This is an optimization exercise on Yosys and OpenROAD, whose aim is small area and a short achievable clock period, not a production implementation. Only simulation tests tie the RTL to the original design; equivalence was not proved. The clock port is modelled as an ideal driver; clocking choices that lean on that would not hold on a real chip. Power figures rest on the tool's default switching activity, not on a simulated workload.

Design Scrambler, start of the top module:
module Scrambler(
  input         clock,
  input         reset,
  input  [63:0] io_in,
  output [63:0] io_out
);
Settings: LEC_CHECK=0, CAP_MARGIN=20, CORE_MARGIN=2, CORE_UTILIZATION=65, CTS_CLUSTER_DIAMETER=80, CTS_CLUSTER_SIZE=32, SETUP_SLACK_MARGIN=2.5, SLEW_MARGIN=20, SYNTH_HIERARCHICAL=1, SYNTH_MINIMUM_KEEP_SIZE=0, TNS_END_PERCENT=5; clock period 6.0 ns.
standard.sh (not shown) runs the stock make flow with config.mk's settings and CLKGATE_MAP_FILE= SYNTH_SCRIPT=/design/flow/synth_recipe.tcl, a recipe that flattens the netlist after the stock synthesis.
==> flow/flow/run.sh <==
#!/bin/bash
# Layout flow: the standard flow (standard.sh, the ORFS make targets), run
# in two steps.  The layout differs from the standard flow in these settings
# only:
#  - synthesis is the standard one with ABC told that each gate drives a
#    1 fF load (ABC_LOAD_IN_FF=1; sky130hd's default is 5).  The adders are
#    written as one-gate modules that synthesis maps one at a time, and with
#    the default load ABC maps each to a larger drive strength than most
#    need (a21oi_2, nor2b_4); the resizer later upsizes the gates that timing
#    needs.  The registers are those of the standard synthesis;
#  - the pins are placed by flow/io.tcl (ORFS IO_CONSTRAINTS): io_in[i] and
#    io_out[i] side by side along the bottom edge in bit order, so that the
#    adder between them can be placed compactly;
#  - the port buffers that buffer_ports inserts are plain buffers (buf_2)
#    rather than the delay cell it would pick on its own;
#  - the resizer may swap a cell for one of another footprint
#    (MATCH_CELL_FOOTPRINT=0; sky130hd's platform config sets it to 1).
# Each step's full output goes to its own log file in the work folder.
set -euo pipefail
here=$(pwd)
bash standard.sh ABC_LOAD_IN_FF=1 synth > run_synth.log 2>&1
bash standard.sh "IO_CONSTRAINTS=$here/flow/io.tcl" IO_PIN_STEP=2 \
  "BUFFER_PORTS_ARGS=-buffer_cell sky130_fd_sc_hd__buf_2" \
  MATCH_CELL_FOOTPRINT=0 finish > run_layout.log 2>&1
Other scripts of this flow, unchanged in this note and not shown: flow/flow/io.tcl
Next try:
PLACE_DENSITY = 0.75   (was default)
After rerunning: Setup slack is worse by 0.073 ns; cell area fell by about 1%; wire length rose by about 0.4%; combinational power fell by about 3%; global-route usage hardly moves; count of clock-buffer cells in the layout rose by 1; clock skew fell by 0.0092 ns.

* * *

## run A
Another version of the RTL of Scrambler (not shown whole).
For scale: ~2800 cells after synthesis, roughly 1500 flip-flops, roughly 130 I/O pins, about 40000 sq um of cells after synthesis.
clock: 6.0 ns
lec_check: 0
abc_clock_period_in_ps: 3000
cap_margin: 20
core_margin: 2
core_utilization: 55
cts_buf_list: sky130_fd_sc_hd__clkbuf_4 sky130_fd_sc_hd__clkbuf_8
setup_slack_margin: 2.2
slew_margin: 20
run.sh (not shown) runs the stock make flow with config.mk's settings and CLKGATE_MAP_FILE= SYNTH_SCRIPT=/design/flow/synth_recipe.tcl, a recipe that flattens the netlist after the stock synthesis.
Stock flow here: none of the scripts above is used.
Run A: PASS, flow complete, no timing, DRC or antenna violations
For run B, these inputs were changed with respect to run A:
Settings: changing CORE_UTILIZATION from 55 to 40; removing CTS_BUF_LIST (formerly sky130_fd_sc_hd__clkbuf_4 sky130_fd_sc_hd__clkbuf_8).
Findings:
Comparing run A with run B, the netlist area before placement came out essentially unchanged. Against run A as the reference, run B delivers a higher post-synthesis to final-layout area growth. Worst setup path endpoint = io_out[41]: run A; worst setup path endpoint = io_out[58]: run B. Count of routing violations after the opening detailed-route iteration came out higher on run B than on run A. Diff run A and run B: non-clock buffer count in the final layout lower in run B.
Input-level comparison between run C and run B:
Settings: SETUP_SLACK_MARGIN: 2.2 -> unset; ABC_CLOCK_PERIOD_IN_PS: 3000 -> unset.
### Flow results
- Diff run B -> run C: biggest cell delay along the critical path moved up; synthesized cell count level; area of all sequential standard cells level.
- Top achievable clock speed down about 7% in run C wrt run B
- Compared with run B, run C shows a clock-buffer cell count that is 16 lower.

* * *

Another version of the RTL of Scrambler (not shown whole).
Size: ~2500 cells after synthesis, roughly 1500 flip-flops, roughly 35000 sq um of cells after synthesis.
clock: 6.0 ns
lec_check: 0
cap_margin: 20
core_margin: 2
core_utilization: 65
cts_buf_list: sky130_fd_sc_hd__clkbuf_8
cts_cluster_diameter: 60
cts_cluster_size: 20
setup_slack_margin: 2.5
slew_margin: 20
synth_hierarchical: 1
synth_minimum_keep_size: 0
tns_end_percent: 5
standard.sh (not shown) runs the stock make flow with config.mk's settings and CLKGATE_MAP_FILE= SYNTH_SCRIPT=/design/flow/synth_recipe.tcl, a recipe that flattens the netlist after the stock synthesis.
==> flow/flow/io.tcl <==
# Pin placement, sourced at the end of floorplanning (ORFS IO_CONSTRAINTS).
# io_in[i] and io_out[i] sit side by side along the bottom edge, in bit order
# (bit 0 at the left), so that the io_in -> io_out adder can be placed as a
# compact strip next to its pins.  clock and reset go on the left edge.
set die [ord::get_die_area]
set W [expr {[lindex $die 2] - [lindex $die 0]}]
set H [expr {[lindex $die 3] - [lindex $die 1]}]
set pitch 0.46
set offset 0.23
set step $::env(IO_PIN_STEP)
set n 128
set span [expr {($n - 1) * $step * $pitch}]
set k [expr {int((($W - $span) / 2.0 - $offset) / $pitch)}]
for {set i 0} {$i < 64} {incr i} {
  foreach p [list "io_in\[$i\]" "io_out\[$i\]"] {
    place_pin -pin_name $p -layer met2 \
      -location [list [expr {$offset + $k * $pitch}] 0.242] -force_to_die_boundary
    incr k $step
  }
}
# the left edge's horizontal pins use met3 on a 0.68 um pitch (offset 0.34)
set row [expr {int(($H / 2.0 - 0.34) / 0.68)}]
place_pin -pin_name clock -layer met3 \
  -location [list 0.4 [expr {0.34 + $row * 0.68}]] -force_to_die_boundary
place_pin -pin_name reset -layer met3 \
  -location [list 0.4 [expr {0.34 + ($row + 8) * 0.68}]] -force_to_die_boundary
Scripts as last shown in full above: flow/flow/run.sh
Edit:
CORE_UTILIZATION = 60   (was 65)
CTS_BUF_LIST = default   (was sky130_fd_sc_hd__clkbuf_8)
CTS_CLUSTER_DIAMETER = 80   (was 60)
CTS_CLUSTER_SIZE = 32   (was 20)
Effect: Setup slack improved by 0.063 ns; cell area is lower by about 0.47%; maximum frequency is higher by about 1.5%; utilization went down by 5.5 points; via count fell by about 1.7%; routed wire length fell by about 0.7%; sequential share of layout area rose by 0.35 points; hold slack degrades by 0.019 ns; total power came out higher by about 2%.
Edit:
--- a/flow/flow/run.sh
+++ b/flow/flow/run.sh
@@ -17 +17,3 @@
-#    (MATCH_CELL_FOOTPRINT=0; sky130hd's platform config sets it to 1).
+#    (MATCH_CELL_FOOTPRINT=0; sky130hd's platform config sets it to 1);
+#  - after CTS, flow/post_cts.tcl (ORFS POST_CTS_TCL hook) runs a second
+#    round of timing repair.
@@ -24 +26 @@
-  MATCH_CELL_FOOTPRINT=0 finish > run_layout.log 2>&1
+  MATCH_CELL_FOOTPRINT=0 "POST_CTS_TCL=$here/flow/post_cts.tcl" finish > run_layout.log 2>&1
==> flow/flow/post_cts.tcl (new file) <==
# Sourced at the end of ORFS's CTS step (POST_CTS_TCL), after its own timing
# repair and detailed placement: a second round of setup repair over every
# violating endpoint (against the same margin), then hold repair, then
# detailed placement again to legalize what the repair changed.
log_cmd estimate_parasitics -placement
log_cmd repair_timing -setup -setup_margin $::env(SETUP_SLACK_MARGIN) -repair_tns 100 -verbose
log_cmd repair_timing -hold -hold_margin 0 -verbose
log_cmd detailed_placement
check_placement -verbose
CORE_UTILIZATION = 65   (was 60)
After rerunning:
- via count rose by 1.5%
- wire length rose by 4.1%
- synthesized area stays the same
- die area fell by about 8%
- critical path depth stays the same
- sequential share of layout area fell by 1.5 points
- clock skew barely changes
- maximum frequency fell by about 0.37%
- setup slack gets worse by 0.016 ns
- clock-buffer cell count fell by 1
Edit:
--- a/flow/flow/run.sh
+++ b/flow/flow/run.sh
@@ -14 +14 @@
-#  - the port buffers that buffer_ports inserts are plain buffers (buf_2)
+#  - the port buffers that buffer_ports inserts are plain buffers (buf_1)
@@ -17,3 +17 @@
-#    (MATCH_CELL_FOOTPRINT=0; sky130hd's platform config sets it to 1);
-#  - after CTS, flow/post_cts.tcl (ORFS POST_CTS_TCL hook) runs a second
-#    round of timing repair.
+#    (MATCH_CELL_FOOTPRINT=0; sky130hd's platform config sets it to 1).
@@ -25,2 +23,2 @@
-  "BUFFER_PORTS_ARGS=-buffer_cell sky130_fd_sc_hd__buf_2" \
-  MATCH_CELL_FOOTPRINT=0 "POST_CTS_TCL=$here/flow/post_cts.tcl" finish > run_layout.log 2>&1
+  "BUFFER_PORTS_ARGS=-buffer_cell sky130_fd_sc_hd__buf_1" \
+  MATCH_CELL_FOOTPRINT=0 finish > run_layout.log 2>&1
removed: flow/flow/post_cts.tcl
=> Worst setup slack gets better by 0.0098 ns; via count falls slightly; power rises slightly; worst hold slack gets better by 0.011 ns; count of clock-buffer cells in the layout rises by 1.

* * *

== try-harbor ==
Scrambler, a different RTL version from the one above (not shown whole).
Size in the first run: about 1,500 flip-flops, about 130 I/O pins, ~0.037 sq mm of cells after synthesis.
clock: 6.0 ns
lec_check: 0
cap_margin: 20
core_margin: 2
core_utilization: 65
cts_cluster_diameter: 80
cts_cluster_size: 32
setup_slack_margin: 2.5
slew_margin: 20
synth_hierarchical: 1
synth_minimum_keep_size: 0
tns_end_percent: 5
run.sh (not shown) runs the stock make flow with config.mk's settings and CLKGATE_MAP_FILE= SYNTH_SCRIPT=/design/flow/synth_recipe.tcl, a recipe that flattens the netlist after the stock synthesis.
Stock flow here: none of the scripts above is used.
Setup changes, try-harbor to try-onyx
==> flow/flow/run.sh (new file) <==
#!/bin/bash
# Layout flow: the standard flow (standard.sh, the ORFS make targets), run
# in two steps.  Synthesis is the standard one, unchanged.  The rest of the
# layout differs from the standard flow in two settings only:
#  - the port buffers that buffer_ports inserts are plain buffers (buf_2)
#    rather than the delay cell it would pick on its own, and
#  - the resizer may swap a cell for one of another footprint
#    (MATCH_CELL_FOOTPRINT=0; sky130hd's platform config sets it to 1).
# Each step's full output goes to its own log file in the work folder.
set -euo pipefail
bash standard.sh synth > run_synth.log 2>&1
bash standard.sh "BUFFER_PORTS_ARGS=-buffer_cell sky130_fd_sc_hd__buf_2" \
  MATCH_CELL_FOOTPRINT=0 finish > run_layout.log 2>&1
==> flow/standard.sh (new file) <==
#!/bin/bash
# synth_recipe.tcl (not shown) runs the flow's synth.tcl, then flattens the netlist and writes it again
# the make line also repeats each setting of config.mk as NAME=value (left out here)
make -C /OpenROAD-flow-scripts/flow DESIGN_CONFIG=/design/flow/config.mk WORK_HOME=/design/flow/orfs CLKGATE_MAP_FILE= SYNTH_SCRIPT=/design/flow/synth_recipe.tcl "${@:-finish}"
removed: flow/run.sh
### Flow results
try-onyx ended up with io_in[8] as its critical path launch point; try-harbor ended up with io_in[35].
Diff try-harbor -> try-onyx: clock latency at the later pin of the worst-skew pair held, share of the clock period used by the worst path after layout went up 0.18 points.
try-onyx ended with every stage complete and zero timing, DRC or antenna violations.
In try-onyx the synthesis-to-layout area growth turned out 3.2 points lower than in try-harbor.
| final worst clock skew | try-onyx vs try-harbor | 0.0044 ns lower |
Across both runs, fraction of power consumed by combinational cells was lower for try-onyx than for try-harbor.
Maximum number of pins on one net before global-route repair of try-onyx falls short of that of try-harbor by a little under 10%.
| initial DRC count | higher: try-harbor |
Status: effective utilization at floorplan parity (try-harbor, try-onyx)
Critical path depth (try-onyx over try-harbor): increase, 1
Between try-harbor and try-onyx, the flow reports wire length decreasing by a few percent.
Highest fanout seen on the critical path sits higher in try-onyx than in try-harbor.
What try-indigo does differently from try-onyx at the input level:
==> flow/run.sh (new file) <==
#!/bin/bash
# synth_recipe.tcl (not shown) runs the flow's synth.tcl, then flattens the netlist and writes it again
# the make line also repeats each setting of config.mk as NAME=value (left out here)
make -C /OpenROAD-flow-scripts/flow DESIGN_CONFIG=/design/flow/config.mk WORK_HOME=/design/flow/orfs CLKGATE_MAP_FILE= SYNTH_SCRIPT=/design/flow/synth_recipe.tcl finish
diff --git a/flow/config.mk b/flow/config.mk
--- a/flow/config.mk
+++ b/flow/config.mk
@@ -11,3 +11,3 @@
-export CTS_CLUSTER_DIAMETER = 80
-export CTS_CLUSTER_SIZE = 32
-export SETUP_SLACK_MARGIN = 2.5
+export CTS_CLUSTER_DIAMETER = 60
+export CTS_CLUSTER_SIZE = 24
+export SETUP_SLACK_MARGIN = 2.0
removed: flow/flow/run.sh
removed: flow/standard.sh
==> run summary <==
- try-onyx finished every stage and its layout cleared the timing, DRC and antenna checks.
- try-indigo completed end to end; final checks failed (antenna rules).
- [try-indigo] sequential share of layout area fell 3.4 points relative to try-onyx
- From try-indigo to try-onyx, flip-flop and latch count after synthesis did not move at all.
- Number of cells on the worst reg-to-reg path, try-onyx and try-indigo, higher one = try-onyx.
- Final standard cell area without fillers: try-indigo worse than try-onyx
- Diff try-indigo..try-onyx | switching share of power | negligible
- Diff try-onyx -> try-indigo | clock power | increase of 21%
- Re share of post-route cells with drive strength above 1: try-onyx was lower than try-indigo.
- Compared with try-onyx, in try-indigo least setup slack across all paths after layout went down 0.020 ns, maximum number of pins on one net before global-route repair went up, fmax went down 0.45%.
What try-lagoon does differently from try-indigo at the input level:
diff --git a/flow/config.mk b/flow/config.mk
--- a/flow/config.mk
+++ b/flow/config.mk
@@ -13 +13 @@
-export SETUP_SLACK_MARGIN = 2.0
+export SETUP_SLACK_MARGIN = 2.5
--- outcome ---
Each of try-indigo and try-lagoon falls short of a clean finish. try-lagoon: flow complete, layout not clean; failing: antenna rules. On required time of the critical path, try-indigo and try-lagoon are neck and neck. try-lagoon has post-layout worst setup margin above what try-indigo had. The final clock period utilization by the worst path was comparable across try-indigo and try-lagoon.

[afterwards: timing with drivers on the ports]
No port has a modelled driver above. Below, the same layouts with a new extraction and two added sets of constraints.
Step 1, drivers: a clkbuf_16 drives clock and a buf_2 each remaining input, both assumed.
Step 2 times the ports against the registers' clock, not the clock port: input delays grow and output delays shrink by t, the midpoint of the rising clock arrivals with the driver on.
a / b / c = no drivers / after step 1 / after step 2; a / b = the first two.
| run | shift t [ns] | slack for setup (ns) | worst setup path at the end | clock arrival spread, ns | cell pins on the clock port's net |
|---|---|---|---|---|---|
| the first run of note 1 | 0.669 | 1.628 / 1.595 / 1.595 | input to output | 0.033 / 0.033 | 1 |
| the second run of note 1 | 0.671 | 1.556 / 1.532 / 1.532 | input to output | 0.024 / 0.025 | 1 |
| run A | 0.887 | 0.525 / 0.463 / 0.568 | input to output | 0.045 / 0.045 | 1 |
| run B | 0.775 | 0.577 / 0.534 / 0.553 | input to output | 0.038 / 0.038 | 1 |
| run C | 0.784 | 0.176 / 0.146 / 0.146 | input to output | 0.027 / 0.027 | 1 |
| the first run of note 3 | 0.728 | 1.595 / 1.567 / 1.567 | input to output | 0.030 / 0.030 | 1 |
| the second run of note 3 | 0.668 | 1.658 / 1.618 / 1.618 | input to output | 0.054 / 0.054 | 1 |
| the third run of note 3 | 0.666 | 1.642 / 1.590 / 1.590 | input to output | 0.037 / 0.036 | 1 |
| the fourth run of note 3 | 0.668 | 1.652 / 1.623 / 1.623 | input to output | 0.032 / 0.032 | 1 |
| try-harbor | 0.683 | 1.545 / 1.522 / 1.522 | input to output | 0.024 / 0.025 | 1 |
| try-onyx | 0.677 | 1.534 / 1.499 / 1.499 | input to output | 0.021 / 0.021 | 1 |
| try-indigo | 0.675 | 1.514 / 1.471 / 1.471 | input to output | 0.023 / 0.023 | 1 |
| try-lagoon | 0.676 | 1.519 / 1.476 / 1.476 | input to output | 0.027 / 0.027 | 1 |
The setup slack of the third run of note 3, which loses most, moves by -0.052 ns with the drivers and by -0.052 ns with both steps.
